Source: an optimization exercise on an open RTL-to-GDS flow (aim: small area). Production flows keep margins and buffers that such runs may drop.
Function was checked by simulation only, so behaviour that the tests miss may differ from the original.
Power figures rest on the tool's default switching activity, not on a simulated workload.

==> flow/design.v (outline; a module is shown in full before it is edited, if it fits) <==
// module SemaforoDePrueba: 1502 lines
module SemaforoDePrueba(clk,rst,VSYNC, HSYNC, R, G, B,SensorA,SensorB,PasoA,PasoB);
  // ...
==> flow/flow/run.sh <==
#!/bin/bash
# Standard ORFS flow, with the combinational logic of the standard synthesis
# re-mapped for area by a stronger ABC script (registers are left untouched).
# Four ABC seeds run side by side; the smallest netlist that is proven equal
# to the standard one is laid out.
set -euo pipefail
HERE=$(pwd)
R=$HERE/orfs/results/$FLOW_PLATFORM/SemaforoDePrueba/base
LIBF=$FLOW_HOME/platforms/$FLOW_PLATFORM/lib/sky130_fd_sc_hd__tt_025C_1v80.lib
bash standard.sh synth > std_synth.log 2>&1
cp $R/1_2_yosys.v std_1_2_yosys.v
for S in 1 2 3 4; do
  sed "s/-S 1/-S $S/" flow/area.abc > area_$S.abc
  ( LIBF=$LIBF INV=$HERE/std_1_2_yosys.v ABCS=$HERE/area_$S.abc OUTV=$HERE/resynth_$S.v \
      yosys -c flow/resynth.tcl > resynth_$S.log 2>&1 || true ) &
done
wait
best=""; besta=""
for S in 1 2 3 4; do
  [[ -f resynth_$S.v ]] || continue
  if LIBF=$LIBF A=$HERE/std_1_2_yosys.v B=$HERE/resynth_$S.v yosys -c flow/eq.tcl > eq_$S.log 2>&1; then
    a=$(grep "Chip area" resynth_$S.log | tail -1 | awk '{print $NF}')
    echo "seed $S: area $a, proven equal" >> pick.log
    if [[ -z "$besta" ]] || awk "BEGIN{exit !($a < $besta)}"; then best=$S; besta=$a; fi
  else
    echo "seed $S: not proven equal" >> pick.log
  fi
done
if [[ -n "$best" ]]; then
  echo "using seed $best" >> pick.log
  cp resynth_$best.v $R/1_2_yosys.v
else
  echo "using the standard netlist" >> pick.log
fi
touch $R/1_2_yosys.v
BUFFER_PORTS_ARGS="-buffer_cell sky130_fd_sc_hd__buf_1" bash standard.sh finish > std_finish.log 2>&1
==> flow/flow/area.abc <==
strash
&get -n
&deepsyn -T 40 -S 1
&put
dch -f
amap
==> flow/flow/eq.tcl <==
yosys -import
set LIB $::env(LIBF)
read_liberty -ignore_miss_func $LIB
read_verilog -overwrite $::env(A)
yosys rename SemaforoDePrueba gold
read_verilog -overwrite $::env(B)
yosys rename SemaforoDePrueba gate
hierarchy -check
flatten gold gate
opt_clean
async2sync
yosys rename -hide w:_*
opt_clean -purge
equiv_make gold gate equiv
hierarchy -top equiv
equiv_simple -seq 2
equiv_induct
equiv_status -assert
==> flow/flow/resynth.tcl <==
yosys -import
set LIB $::env(LIBF)
read_liberty -ignore_miss_func $LIB
foreach c {dfrtp_1 dfrtp_2 dfrtp_4 dfstp_1 dfstp_2 dfstp_4 dfxtp_1 dfxtp_2 dfxtp_4 dfrbp_1 dfrbp_2 dfsbp_1 dfsbp_2 dfbbp_1 dfbbn_1 dfbbn_2 dfrtn_1 dfxbp_1 dfxbp_2 edfxtp_1 edfxbp_1 conb_1} {
  catch {blackbox sky130_fd_sc_hd__$c}
}
read_verilog -overwrite $::env(INV)
hierarchy -top SemaforoDePrueba
flatten
read_liberty -lib -overwrite -ignore_miss_func $LIB
opt_clean
techmap
opt_clean
abc -liberty $LIB -dont_use sky130_fd_sc_hd__probe_p_8 -dont_use sky130_fd_sc_hd__probec_p_8 -dont_use sky130_fd_sc_hd__lpflow_* -script $::env(ABCS)
opt_clean -purge
setundef -zero
hilomap -singleton -hicell sky130_fd_sc_hd__conb_1 HI -locell sky130_fd_sc_hd__conb_1 LO
insbuf -buf sky130_fd_sc_hd__buf_4 A X
opt_clean -purge
yosys rename -hide w:*:* w:*/*
stat -liberty $LIB
check -assert
write_verilog -noattr -nohex -nodec $::env(OUTV)
==> flow/standard.sh <==
#!/bin/bash
# synth_recipe.tcl (not shown) runs the flow's synth.tcl, then flattens the netlist and writes it again
# the make line also repeats each setting of config.mk as NAME=value (left out here)
make -C /OpenROAD-flow-scripts/flow DESIGN_CONFIG=/design/flow/config.mk WORK_HOME=/design/flow/orfs CLKGATE_MAP_FILE= SYNTH_SCRIPT=/design/flow/synth_recipe.tcl "${@:-finish}"
==> flow/config.mk <==
export PLATFORM = sky130hd
export DESIGN_NAME = SemaforoDePrueba
export DESIGN_NICKNAME = SemaforoDePrueba
export VERILOG_FILES = /design/flow/design.v
export SDC_FILE = /design/flow/constraint.sdc
export NUM_CORES = 4
export LEC_CHECK = 0
export CAP_MARGIN = 20
export CORE_MARGIN = 2
export CORE_UTILIZATION = 70
export CTS_BUF_LIST = sky130_fd_sc_hd__clkbuf_8
export SLEW_MARGIN = 20
==> flow/constraint.sdc <==
create_clock -name core_clock -period 10.0 [get_ports {clk}]
set_input_delay 2.0000 -clock core_clock [delete_from_list [all_inputs] [get_ports {clk}]]
set_output_delay 2.0000 -clock core_clock [all_outputs]
set_load 0.01 [all_outputs]
==> flow_summary.json, run 1 <==
{
  "status": "finished clean",
  "slew_headroom": 0.332,
  "crit_path_max_incr_delay_ns": 0.53,
  "design_area_um2": 3150,
  "place_ws_ns": 4.64,
  "fin_hold_ws_ns": 0.467,
  "power-top-group": "sequential cells",
  "hold_path_end": "cnt[8]$_DFF_PP0_",
  "start_util": 0.730,
  "cp_slowest_cell": "dfrtp_1",
  "ctsHoldBuffers": 0,
  "ys_warn_count": 1,
  "reg_top3": "cnt (15), H (11), Y (10)",
  "maxUsedRoutingLayer": "met4",
  "power_w": 0.000333,
  "p_clk_frac": 0.438,
  "io_pins": 11,
  "path_depth": 13,
  "rr_worst_depth": 7,
  "rr_startpoint": "H[1]$_DFF_PP0_",
  "post_dp_cell_area_um2": 3030,
  "viasPerCell": 6.69,
  "place_hpwl_um": 6020,
  "crit_fanout": 12,
  "dieArea_um2": 4700,
  "regArea_um2": 1140,
  "p_int_w": 0.000259,
  "clock_latency_ns": 0.31,
  "crit_chain": "clkinv_1 > nor2_1 > nor2_1 > a221oi_1 > nor2_1 > o311ai_0 > o21ai_0 > o21ai_0 > nor4b_1 > o221ai_1 > o2111a_1 > o221ai_1 > buf_1",
  "grt-ovfl-total": 0,
  "synth_area_um2": 2920,
  "netSwitchingFraction": 0.221,
  "powerSeq_w": 0.000182,
  "clk_share": 0.0369,
  "buffer_area_frac": 0.0143,
  "nNonClkInverters": 61,
  "pg_clk_w": 0.000146,
  "r2r_end": "Y[1]$_DFFE_PP0P_",
  "top_register": "cnt",
  "syn_area_per_cell_um2": 7.17,
  "largest_cell_class": "multi-input combinational cells"
}
==> run 2, diff against run 1 <==
--- a/flow/design.v
+++ b/flow/design.v
@@ -53,21 +53,22 @@
     4'd9: begin digit = 1'b1; Kn = 4'd8; end    
     4'd15: Kn = 4'd14;
     4'd14: Kn = 4'd13;
     4'd13: Kn = 4'd12;
     4'd12: Kn = 4'd11;
     default: Kn = p[0] ? 4'd1 : 4'd9;
   endcase
 end
+always @(posedge clk)
+  cnt <= betw ? ((F & p[0]) ? T1 : T) : (isT ? 15'd0 : nx);
 always @(posedge clk, posedge rst)
   if (rst) begin
-    p <= 2'b11; F <= 1'b1; K <= 4'd13; cnt <= 15'd0;
+    p <= 2'b11; F <= 1'b1; K <= 4'd13;
   end else begin
-    cnt <= betw ? ((F & p[0]) ? T1 : T) : (isT ? 15'd0 : nx);
     if (~digit | isT) K <= Kn;
     if (betw) begin
       F <= p[0];
       if (p[0]) p <= {~p[1], 1'b0};
       else p[0] <= ~ext;
     end
   end
 wire VA = ~betl & ~p[1] & ~p[0];
==> run 2 against run 1 <==
Critical path depth up 5; combinational power shrank 28%; register-to-register slack worse by 0.92 ns; synthesized cell count up 0.25%; still clean on timing, DRC and antenna; wire length grew 3.0%; via count rose by 4.3%; sequential cell count did not move; clock power barely moved; largest power group unchanged.
==> flow_summary.json, run 2 <==
{
  "status": "finished clean",
  "syn-num-nets": 414,
  "cp.required_ns": 8.00,
  "drive_above_1_share": 0.0422,
  "hold_viol": 0,
  "rr_worst_depth": 10,
  "wl_met2_um": 3720,
  "min-delay-start": "cnt[7]$_SDFF_PP1_",
  "top_register": "cnt",
  "cts.sinks": 45,
  "dr.pass1.iters": 8,
  "drt_iter0_drc": 662,
  "cts_resized": 0,
  "htree_levels": 2,
  "fillers": 298,
  "io_pins": 11,
  "rsz0062_at_grt": "no",
  "powerDensity_nw_per_um2": 106,
  "place_congestion": 1.08,
  "antenna_found_initial": 0,
  "maxUsedRoutingLayer": "met4",
  "setup-tns-final_ns": 0,
  "whs_path_depth": 2,
  "critPathCaptureType": "output port",
  "tritoncts": "done",
  "design_area_um2": 3100,
  "cts_setup_buffers": 0,
  "p_leak_nw": 1.15,
  "start_kind": "register",
  "wl_met3_um": 990,
  "coreArea_um2": 3970,
  "ys_warn_count": 1,
  "routed_wirelength_um": 8300,
  "fin_cells": 477,
  "finalCriticalPeriod_ns": 6.23,
  "largest_reg_flops": 15,
  "r2r_slack_ns": 6.27,
  "wire_per_inst_um": 17.4,
  "syn_area_per_cell_um2": 7.07,
  "cts_buffers": 5,
  "grt_pass1_vias": 2921,
  "arrival_ns": 4.23,
  "place_ws_ns": 4.27,
  "maxCapViolCount": 0,
  "clock_latency_ns": 0.31,
  "slew_headroom": 0.478,
  "reg_top3": "cnt (15), H (11), Y (10)",
  "fin_skew_ns": 0.00556,
  "grt_max_degree": 31,
  "crit_fanout": 13,
  "critical_path_class": "reg -> out",
  "die_x_um": 68.2,
  "irDropWorstVdd_mv": 0.0854,
  "ant_nets": 0,
  "placementRows": 23,
  "viasPerCell": 6.96,
  "grt_first_pass_wirelength_um": 13100,
  "dieArea_um2": 4650,
  "synthCells": 408,
  "grt-ovfl-total": 0,
  "met1_length_um": 3210,
  "ctsHoldBuffers": 0,
  "hold_path_end": "cnt[8]$_SDFF_PP1_",
  "synth_area_um2": 2880,
  "post_dp_cell_area_um2": 2990,
  "dp_cells": 469,
  "most-common-layout-cells": "nor2_1 (84), clkinv_1 (52), nand2_1 (52), o21ai_0 (27), dfrtp_1 (22)",
  "antenna_cells": 0,
  "fin_ws_ns": 3.77,
  "start_util": 0.726,
  "post-route-drc-count": 0,
  "final_util": 0.782,
  "clockRootBuffer": "clkbuf_8",
  "r2r_end": "Y[9]$_DFFE_PP0P_",
  "tightest_slew_ns": 0.773,
  "clkTransAtPathRegs_ns": 0.09,
  "place_hpwl_um": 5990,
  "track_usage": 0.373,
  "via_count": 3322,
  "layout.cells.most_common": "nor2_1",
  "max_clock_freq_mhz": 161,
  "rr_startpoint": "H[3]$_DFF_PP0_",
  "setup_violations": 0,
  "die_h_um": 68.2,
  "cts_buffer_depth": 2,
  "portBuffers": 10,
  "syn2layout_area_growth_pct": 7.68,
  "hold_class": "reg -> reg",
  "fin_nets": 432,
  "final-max-slew-violation-count": 0,
  "period_share": 0.623
}
==> run 2: cell types whose count changed in the layout (fill, tap and decap cells not counted), moves of 4 or more <==
| cell | before | now |
|---|---|---|
| nand4_1 | 2 | 6 |
| dfxtp_1 | 0 | 15 |
| a211oi_1 | 9 | 13 |
| nand2_1 | 48 | 52 |
| dfrtp_1 | 37 | 22 |
| o21ai_0 | 39 | 27 |
| a22oi_1 | 5 | 0 |
| clkinv_1 | 61 | 52 |
| a21oi_1 | 13 | 21 |
==> run 2: power breakdown <==
part             total, W  internal, W  switching [W]
sequential       0.000181     0.000181              0
combinational  0.00000346  0.000000638     0.00000282
clock            0.000144    0.0000751      0.0000685
==> run 2: through the flow <==
stage          hold WS (ns)  power [W]
3_5_place_dp          0.416   0.000188
5_1_grt               0.472   0.000335
4_1_cts               0.427   0.000327
2_1_floorplan         0.400   0.000187
3_3_place_gp          0.405   0.000188
6_report              0.431   0.000328
==> run 2: critical path, stage by stage (launching register included) <==
cell       delay [ns]
dfrtp_1          0.62
clkinv_1         0.30
nor2_1           0.21
clkinv_1         0.23
nor2_1           0.30
nor3_1           0.07
a211oi_1         0.29
nor3_1           0.09
nor3_1           0.17
o21ai_0          0.22
a2111oi_0        0.46
o31ai_1          0.16
nand3_1          0.11
nor2_1           0.04
nand2_1          0.10
o221a_1          0.20
nor2_1           0.05
nand2b_1         0.15
buf_1            0.13
==> run 2: how the worst max path moves through the flow <==
| stage | startpoint | end | slack [ns] | depth (start not counted) |
|---|---|---|---|---|
| floorplan | Y[1]$_DFFE_PP0P_ | B | 5.13 | 17 |
| global route | Y[1]$_DFFE_PP0P_ | B | 3.50 | 18 |
| detailed placement | Y[1]$_DFFE_PP0P_ | B | 4.27 | 18 |
| CTS | Y[1]$_DFFE_PP0P_ | B | 3.91 | 18 |
| global placement | Y[1]$_DFFE_PP0P_ | B | 4.26 | 18 |
| finish | Y[1]$_DFFE_PP0P_ | B | 3.77 | 18 |
==> run 2: cell type report <==
| class | count | area (um2) | area share |
|---|---|---|---|
| clock inverters | 3 | 45.0 | 0.0145 |
| repair buffers | 11 | 45.0 | 0.0145 |
| multi-input cells | 310 | 1620 | 0.523 |
| flip-flops and latches | 45 | 1060 | 0.342 |
| well taps | 50 | 62.6 | 0.0202 |
| inverters | 53 | 199 | 0.0641 |
| clock buffers | 5 | 68.8 | 0.0222 |
==> run 2: layer usage <==
layer / vias up / GRT usage
met4: 0 / 0.150
met3: 71 / 0.100
met5: - / 0.0250
li1: 1516 / -
met1: 1453 / 0.471
met2: 282 / 0.602
==> run 3, diff against run 2 <==
--- a/flow/config.mk
+++ b/flow/config.mk
@@ -8,5 +8,7 @@
 export CAP_MARGIN = 20
 export CORE_MARGIN = 2
 export CORE_UTILIZATION = 70
-export CTS_BUF_LIST = sky130_fd_sc_hd__clkbuf_8
+export CTS_BUF_LIST = sky130_fd_sc_hd__clkbuf_16
+export CTS_CLUSTER_DIAMETER = 200
+export CTS_CLUSTER_SIZE = 50
 export SLEW_MARGIN = 20
==> run 3 against run 2 <==
Synthesized area is 1.5% higher; power is 13% higher; first-iteration DRC count is 40% lower; clock power is 28% higher; register-to-register slack better by 1.0 ns; core utilization is 1.9 points higher; hold slack better by 0.033 ns; wire length hardly changed; critical endpoint unchanged; largest cell class unchanged.
==> flow_summary.json, run 3 <==
{
  "status": "finished clean",
  "reg_top3": "cnt (15), H (11), Y (10)",
  "tightest_slew_ns": 0.631,
  "max_clock_freq_mhz": 171,
  "cts_setup_buffers": 0,
  "syn-num-nets": 427,
  "routed_wirelength_um": 8300,
  "irDropWorstVdd_mv": 0.106,
  "place_congestion": 1.08,
  "design_area_um2": 3200,
  "p_int_w": 0.000299,
  "arrival_ns": 3.85,
  "cts.sinks": 45,
  "setup-tns-final_ns": 0,
  "largest_reg_flops": 15,
  "rr_worst_depth": 10,
  "grt_pass1_vias": 2972,
  "portBuffers": 10,
  "placementRows": 23,
  "fin_ws_ns": 4.15,
  "clkTransAtPathRegs_ns": 0.07,
  "seqPwrFrac": 0.491,
  "fin_nets": 445,
  "p_leak_nw": 1.24,
  "synthCells": 421,
  "powerDensity_nw_per_um2": 115,
  "netSwitchingFraction": 0.191,
  "drt_iter0_drc": 395,
  "whs_path_depth": 1,
  "layout.cells.most_common": "nor2_1",
  "syn2layout_area_growth_pct": 9.50,
  "coreArea_um2": 4000,
  "crit_fanout": 10,
  "die_h_um": 68.6,
  "p_comb_frac": 0.010,
  "viasPerCell": 6.86,
  "track_usage": 0.380,
  "wire_per_inst_um": 16.9,
  "ys_warn_count": 1,
  "via_count": 3359,
  "antenna_cells": 0,
  "critPathCaptureType": "output port",
  "hold_path_end": "cnt[3]$_SDFF_PP1_",
  "cts_buffers": 5,
  "syn_area_per_cell_um2": 6.95,
  "slew_headroom": 0.577,
  "hold_viol": 0,
  "die_x_um": 68.6,
  "synth_area_um2": 2930,
  "maxCapViolCount": 0,
  "min-delay-start": "cnt[2]$_DFF_P_",
  "fin_cells": 490,
  "finalCriticalPeriod_ns": 5.85,
  "rr_startpoint": "Y[2]$_DFFE_PP0P_",
  "r2r_slack_ns": 7.30,
  "dieArea_um2": 4710,
  "p_clk_frac": 0.500,
  "start_util": 0.731,
  "place_ws_ns": 4.58,
  "ctsHoldBuffers": 0,
  "drive_above_1_share": 0.0409,
  "htree_levels": 2,
  "io_pins": 11,
  "setup_violations": 0,
  "final_util": 0.801,
  "grt-ovfl-total": 0,
  "r2r_end": "Y[8]$_DFFE_PP0P_",
  "period_share": 0.585,
  "rsz0062_at_grt": "no",
  "post-route-drc-count": 0,
  "clockRootBuffer": "clkbuf_16",
  "clock_latency_ns": 0.28,
  "grt_first_pass_wirelength_um": 13600,
  "p_sw_w": 0.0000704,
  "post_dp_cell_area_um2": 3030,
  "final-max-slew-violation-count": 0,
  "grt_max_degree": 31,
  "cts_buffer_depth": 2,
  "start_kind": "register",
  "crit_start": "H[2]$_DFF_PP0_",
  "dp_cells": 482,
  "ant_nets": 0,
  "most-common-layout-cells": "nor2_1 (97), clkinv_1 (59), nand2_1 (47), o21ai_0 (27)",
  "cts_resized": 0,
  "hold_class": "reg -> reg",
  "top_register": "cnt",
  "antenna_found_initial": 0,
  "tritoncts": "done",
  "critical_path_class": "reg -> out",
  "place_hpwl_um": 6110,
  "cp.required_ns": 8.00,
  "dr.pass1.iters": 8,
  "fin_skew_ns": 0.00605
}
[run 3: cell count changes in the layout (fill, tap and decap cells not counted), sizes merged, moves of 5 or more]
cell / previous run / this run
nor2: 84 / 97
nand3: 6 / 16
a31oi: 7 / 12
nand2: 52 / 47
clkinv: 53 / 59
[run 3: worst max-delay path, cell delays in order, from the launching register on]
cell and delay [ns]:
dfrtp_1 0.51, clkinv_1 0.23, nor2_1 0.44, a21oi_1 0.14, o32ai_1 0.32, nor2_1 0.12, a21oi_1 0.24, nor2_1 0.11
a2111oi_0 0.33, a211oi_1 0.13, o21ai_0 0.14, o21ai_0 0.14, a31oi_1 0.17, o21ai_0 0.10, nand3_1 0.10, nand2_1 0.08
o2111ai_1 0.09, buf_1 0.18
[run 3: worst max-delay path by stage]
| stage | end | slack, ns | cells after the start |
|---|---|---|---|
| global placement | B | 4.81 | 17 |
| finish | B | 4.15 | 17 |
| detailed placement | B | 4.58 | 17 |
| global route | B | 3.78 | 18 |
| floorplan | B | 5.29 | 16 |
| CTS | B | 4.26 | 17 |
[run 3: routing by layer]
metal / part of all wire / GRT usage
met4: 0.035 / 0.153
met5: 0 / 0
met1: 0.40 / 0.487
met2: 0.46 / 0.627
met3: 0.10 / 0.0731
[run 3: metrics by stage]
| step | power (W) | hold slack, ns |
|---|---|---|
| finish | 0.000369 | 0.463 |
| global route | 0.000377 | 0.468 |
| CTS | 0.000369 | 0.460 |
| detailed placement | 0.000188 | 0.437 |
| global placement | 0.000188 | 0.409 |
| floorplan | 0.000187 | 0.400 |
[run 3: power groups by stage]
stage           logic (W)  registers (W)  clock network, W
2_1_floorplan  0.00000207       0.000185                 0
3_3_place_gp   0.00000341       0.000185                 0
3_5_place_dp   0.00000359       0.000185                 0
4_1_cts        0.00000358       0.000181          0.000184
5_1_grt        0.00000423       0.000181          0.000191
6_report       0.00000352       0.000181          0.000185
[run 3: cell type report]
class | instances | area, um2
Sequential cell | 45 | 1060
Clock inverter | 3 | 40.0
Multi-Input combinational cell | 317 | 1650
Clock buffer | 5 | 125
Timing Repair Buffer | 11 | 45.0
Tap cell | 50 | 62.6
Fill cell | 270 | 797
Inverter | 59 | 221
==> run 4, diff against run 3 <==
--- a/flow/config.mk
+++ b/flow/config.mk
@@ -7,7 +7,7 @@
 export LEC_CHECK = 0
 export CAP_MARGIN = 20
 export CORE_MARGIN = 2
-export CORE_UTILIZATION = 70
+export CORE_UTILIZATION = 80
 export CTS_BUF_LIST = sky130_fd_sc_hd__clkbuf_16
 export CTS_CLUSTER_DIAMETER = 200
 export CTS_CLUSTER_SIZE = 50
==> run 4 against run 3 <==
The flow now stops in global placement without I/O (3_1_place_gp_skip_io); synthesized area is the same; synthesized cell count unchanged.
==> flow_summary.json, run 4 <==
{
  "placementRows": 21,
  "status": "stopped before the end",
  "start_util": 0.856,
  "error": "[ERROR GPL-0301] Utilization 102.111 % exceeds 100%.",
  "die_x_um": 64.5,
  "synthCells": 421,
  "ys_warn_count": 1,
  "syn_area_per_cell_um2": 6.95,
  "die_h_um": 64.5,
  "haltStage": "global placement without I/O (3_1_place_gp_skip_io)",
  "synth_area_um2": 2930,
  "syn-num-nets": 427
}
==> run 5, diff against run 4 <==
==> flow/config.mk (replaced) <==
export PLATFORM = sky130hd
export DESIGN_NAME = SemaforoDePrueba
export DESIGN_NICKNAME = SemaforoDePrueba
export VERILOG_FILES = /design/flow/design.v
export SDC_FILE = /design/flow/constraint.sdc
export NUM_CORES = 4
export LEC_CHECK = 0
export CAP_MARGIN = 10
export CORE_MARGIN = 2
export CORE_UTILIZATION = 70
export CTS_BUF_LIST = sky130_fd_sc_hd__clkbuf_4 sky130_fd_sc_hd__clkbuf_8
export SLEW_MARGIN = 10
==> run 5 against run 4 <==
Now clean on timing, DRC and antenna; synthesized cell count unchanged; synthesized area unchanged.
==> flow_summary.json, run 5 <==
{
  "fin_cells": 490,
  "cts_setup_buffers": 0,
  "cts.sinks": 45,
  "maxCapViolCount": 0,
  "fin_hold_ws_ns": 0.447,
  "htree_levels": 2,
  "grt_first_pass_wirelength_um": 13500,
  "rr_worst_depth": 5,
  "via_count": 3308,
  "arrival_ns": 3.84,
  "crit_start": "H[2]$_DFF_PP0_",
  "hold_class": "reg -> reg",
  "grt_pass1_vias": 2972,
  "hold_path_end": "cnt[9]$_SDFF_PP1_",
  "fin_nets": 445,
  "whs_path_depth": 2,
  "antenna_cells": 0,
  "powerDensity_nw_per_um2": 105,
  "top_register": "cnt",
  "grt_max_degree": 31,
  "multi_input_area_um2": 1640,
  "irDropWorstVdd_mv": 0.105,
  "antenna_found_initial": 0,
  "post-route-drc-count": 0,
  "status": "finished clean",
  "regArea_um2": 1060,
  "routed_wirelength_um": 8170,
  "dr.pass1.iters": 7,
  "synthCells": 421,
  "start_util": 0.731,
  "cp.required_ns": 8.00,
  "r2r_end": "Y[6]$_DFFE_PP0P_",
  "crit_fanout": 10,
  "drive_above_1_share": 0.0409,
  "ant_nets": 0,
  "wire_per_inst_um": 16.7,
  "finalCriticalPeriod_ns": 5.84,
  "syn-num-nets": 427,
  "track_usage": 0.378,
  "cts_buffer_depth": 2,
  "coreArea_um2": 4000,
  "fin_skew_ns": 0.00785,
  "final-max-slew-violation-count": 0,
  "min-delay-start": "cnt[8]$_SDFF_PP1_",
  "clock_latency_ns": 0.30,
  "r2r_slack_ns": 7.27,
  "ctsHoldBuffers": 0,
  "final_util": 0.788,
  "tightest_slew_ns": 1.12,
  "setup_violations": 0,
  "cts_buffers": 5,
  "fillers": 270,
  "setup-tns-final_ns": 0,
  "syn2layout_area_growth_pct": 7.74,
  "tritoncts": "done",
  "most-common-layout-cells": "nor2_1 (97), clkinv_1 (58), nand2_1 (47), o21ai_0 (27), nor3_1 (23)",
  "grt-ovfl-total": 0,
  "reg_top3": "cnt (15), H (11), Y (10)",
  "design_area_um2": 3150,
  "max_clock_freq_mhz": 171,
  "portBuffers": 10,
  "critPathCaptureType": "output port",
  "clkTransAtPathRegs_ns": 0.09,
  "synth_area_um2": 2930,
  "slew_headroom": 0.249,
  "place_hpwl_um": 6110,
  "drt_iter0_drc": 402,
  "place_congestion": 1.08,
  "hold_viol": 0,
  "period_share": 0.584,
  "viasPerCell": 6.75,
  "post_dp_cell_area_um2": 3030,
  "ys_warn_count": 1,
  "placementRows": 23,
  "io_pins": 11,
  "dieArea_um2": 4710,
  "p_leak_nw": 1.22,
  "die_x_um": 68.6,
  "die_h_um": 68.6,
  "rsz0062_at_grt": "no",
  "critical_path_class": "reg -> out",
  "layout.cells.most_common": "nor2_1",
  "largest_reg_flops": 15,
  "start_kind": "register",
  "dp_cells": 482,
  "syn_area_per_cell_um2": 6.95,
  "clockRootBuffer": "clkbuf_8",
  "rr_startpoint": "H[1]$_DFF_PP0_",
  "cts_resized": 0
}
## run 5: worst max-delay path, stage by stage (launching register included)
cell and delay, ns:
dfrtp_1 0.51, clkinv_1 0.22, nor2_1 0.45, a21oi_1 0.14
o32ai_1 0.32, nor2_1 0.13, a21oi_1 0.23, nor2_1 0.11
a2111oi_0 0.33, a211oi_1 0.13, o21ai_0 0.14, o21ai_0 0.14
a31oi_1 0.17, o21ai_0 0.10, nand3_1 0.10, nand2_1 0.08
o2111ai_1 0.08, buf_1 0.18
## run 5: stage by stage
step / total power [W] / setup WS, ns
after floorplan: 0.000187 / 5.29
after CTS: 0.000329 / 4.24
after global placement: 0.000188 / 4.81
after global routing: 0.000338 / 3.75
after detailed placement: 0.000188 / 4.58
final: 0.000330 / 4.16
## run 5: per-layer routing
layer,share of wire,global-route usage
met5,0,0
met4,0.030,0.140
met3,0.10,0.0731
met2,0.47,0.641
met1,0.40,0.477
## run 5: how the worst max path moves through the flow
stage,depth (start not counted),endpoint
after detailed placement,17,B
final,17,B
after CTS,17,B
after global routing,18,B
after floorplan,16,B
after global placement,17,B
## run 5: power by group
part,switching [W],total [W],internal [W]
sequential,0,0.000181,0.000181
clock,0.0000640,0.000146,0.0000815
combinational,0.00000292,0.00000356,0.000000636
total,0.0000669,0.000330,0.000263
## run 5: cell type report
class	instances	area share
clock buffer	6	0.0262
multi-input combinational	317	0.521
clock inverter	2	0.0115
inverter	59	0.0703
sequential	45	0.337
tap	50	0.0198
timing repair buffer	11	0.0143

-- what the ideal ports hide --
How much do the figures lean on ideal ports? The routed layouts below were timed once more, with nothing changed but the port constraints.
Step 1 (the two cells are an assumption about what drives the block):
set clk [get_ports {clk}]
set_driving_cell -lib_cell sky130_fd_sc_hd__clkbuf_16 $clk
set_driving_cell -lib_cell sky130_fd_sc_hd__buf_2 [delete_from_list [all_inputs] $clk]
Step 2 also shifts input and output timing later by t, the mid clock arrival at the registers, as if the neighbouring blocks saw the same clock.
a / b / c = ideal ports / drivers / drivers and shift; a / b = the first two.
run	t (ns)	setup slack, ns	latest minus earliest clock arrival (ns)	slew at the worst register clock pin (ns)
run 1	0.330	4.123 / 4.095 / 4.425	0.015 / 0.015	0.10 / 0.10
run 2	0.340	3.773 / 3.741 / 4.081	0.006 / 0.005	0.09 / 0.09
run 3	0.315	4.146 / 4.111 / 4.426	0.006 / 0.007	0.07 / 0.07
run 5	0.321	4.162 / 4.133 / 4.454	0.010 / 0.010	0.09 / 0.09
After both steps every run listed still meets setup and hold.
